This is an optimization exercise on Yosys and OpenROAD, whose aim is small area, not a production implementation.
In this exercise RTL edits were held to simulation tests only and were not proved equivalent to the original.
Power is estimated from default activity; no workload was simulated.

==> flow/design.v (excerpt) <==
module CPU (clk,reset,pc,inst,Addr,Data_I,Data_O,WE,ACK,STB,debug_next_pc);
Size in the first run: about 5100 cells after synthesis, ~1100 flip-flops.
==> flow/config.mk <==
export PLATFORM = sky130hd
export DESIGN_NAME = CPU
export DESIGN_NICKNAME = CPU
export VERILOG_FILES = /design/flow/design.v
export SDC_FILE = /design/flow/constraint.sdc
export NUM_CORES = 4
export LEC_CHECK = 0
export CAP_MARGIN = 20
export CORE_MARGIN = 2
export CORE_UTILIZATION = 55
export SETUP_SLACK_MARGIN = 0.0
export SLEW_MARGIN = 20
export SYNTH_HIERARCHICAL = 1
export SYNTH_MINIMUM_KEEP_SIZE = 0
==> flow/constraint.sdc <==
create_clock -name core_clock -period 15.0 [get_ports {clk}]
set_input_delay 3.0000 -clock core_clock [delete_from_list [all_inputs] [get_ports {clk}]]
set_output_delay 3.0000 -clock core_clock [all_outputs]
set_load 0.01 [all_outputs]
standard.sh (not shown) runs the stock make flow with config.mk's settings and CLKGATE_MAP_FILE= SYNTH_SCRIPT=/design/flow/synth_recipe.tcl, a recipe that flattens the netlist after the stock synthesis.
==> flow/flow/run.sh <==
#!/bin/bash
# Layout flow: the standard ORFS flow (standard.sh, unchanged synthesis) with two changes:
#  - ports are buffered with the smallest buffer cell (buf_1);
#  - the clock tree uses clkbuf_8 with small sink clusters and no dummy loads.
# The whole make output goes to flow_standard.log in the work folder.
set -euo pipefail
bash standard.sh \
  "BUFFER_PORTS_ARGS=-buffer_cell sky130_fd_sc_hd__buf_1" \
  "CTS_ARGS=-sink_clustering_enable -repair_clock_nets -buf_list sky130_fd_sc_hd__clkbuf_8 -sink_clustering_size 16 -sink_clustering_max_diameter 50 -dont_use_dummy_load" \
  "${@:-finish}" > flow_standard.log 2>&1
Change:
--- a/flow/flow/run.sh
+++ b/flow/flow/run.sh
@@ -2 +2,3 @@
-# Layout flow: the standard ORFS flow (standard.sh, unchanged synthesis) with two changes:
+# Layout flow: the standard ORFS flow (standard.sh) with these changes:
+#  - synthesis runs synth_recipe.tcl through flow/synth_area.tcl, which only swaps the ABC
+#    script for the area-oriented flow/abc_area.script (registers are unchanged);
@@ -6,0 +9,3 @@
+W=$PWD
+export FLOW_ABC_SCRIPT=$W/flow/abc_area.script
+export FLOW_REF_SYNTH=$W/synth_recipe.tcl
@@ -7,0 +13 @@
+  "SYNTH_SCRIPT=$W/flow/synth_area.tcl" \
==> flow/flow/abc_area.script (new file) <==
&get -n
&st
&dch
&nf -R 1000
&st
&syn2
&if -g -K 6
&synch2
&nf -R 1000
&st
&syn2
&if -g -K 6
&synch2
&nf -R 1000
&st
&syn2
&if -g -K 6
&synch2
&nf -R 1000
&st
&syn2
&if -g -K 6
&synch2
&nf -R 1000
&st
&syn2
&if -g -K 6
&synch2
&nf -R 1000
&put
topo
stime -c
dnsize -c
==> flow/flow/synth_area.tcl (new file) <==
# The standard flow's own synthesis (synth_recipe.tcl, which sources ORFS's synth.tcl), with one change:
# Yosys's abc call runs flow/abc_area.script (ORFS's speed script with delay relaxed in
# every &nf mapping and without ABC's buffering and upsizing) in place of ORFS's script.
proc abc {args} {
  set i [lsearch -exact $args -script]
  if {$i >= 0} { lset args [expr {$i + 1}] $::env(FLOW_ABC_SCRIPT) }
  puts "abc: using $::env(FLOW_ABC_SCRIPT)"
  yosys abc {*}$args
}
source $::env(FLOW_REF_SYNTH)
The changed run ran to the end with no violations.
Setup slack loses 670 ps.
Hold slack gets better by 4.5 ps.
Power decreases by 2.4%.
Cell area goes down by 1.2%.
Synthesized area came out lower by 2.8%.
Cell count decreases by 0.64%.
Change:
==> flow/flow/abc_area.script (replaced) <==
&get -n
&st
&dch -f
&nf -R 1000 -p
&st
&syn2
&if -g -K 6
&synch2
&nf -R 1000 -p
&st
&syn2
&if -g -K 6
&synch2
&nf -R 1000 -p
&put
topo
stime -c
dnsize -c
--- a/flow/flow/synth_area.tcl
+++ b/flow/flow/synth_area.tcl
@@ -3 +3,2 @@
-# every &nf mapping and without ABC's buffering and upsizing) in place of ORFS's script.
+# every &nf mapping, with pin permutation, and without ABC's buffering and upsizing) in place
+# of ORFS's script.
The changed run completed without violations. Maximum frequency barely changes. Die area hardly moves. Via count rises by 2.3%. Design area shrinks by 0.42%. Clock skew stays flat. Setup slack gets worse by 8.9 ps. Synthesized cell count shrinks by 0.44%. Routed wire length climbs by 6.2%. Sequential power barely changes. Clock power stays flat.

-- what the ideal ports hide --
Ports are ideal in the flow. The routed layouts listed here were re-timed in OpenROAD. Step 1 (the two cells are an assumption about what drives the block):
set clk [get_ports {clk}]
set_driving_cell -lib_cell sky130_fd_sc_hd__clkbuf_16 $clk
set_driving_cell -lib_cell sky130_fd_sc_hd__buf_2 [delete_from_list [all_inputs] $clk]
Step 2 adds t to the input delays and takes it off the output delays; t is the mean of the earliest and latest rising clock arrival at the registers after step 1. Input paths then give back, and output paths get back, about the clock's delay inside the block. Slacks: no drivers / after step 1 / after step 2; pairs: no drivers / after step 1.
run	shift t [ns]	setup WS [ns]	worst data-port slew with drivers (ns)
the first run	0.886	1.088 / 1.057 / 1.057	0.07
the second run	0.865	0.414 / 0.348 / 0.348	0.07
the third run	0.883	0.406 / 0.380 / 0.380	0.16
After both steps setup and hold are still met in every run listed. The setup slack of the second run, which loses most, moves by -0.066 ns with the drivers and by -0.066 ns with both steps.
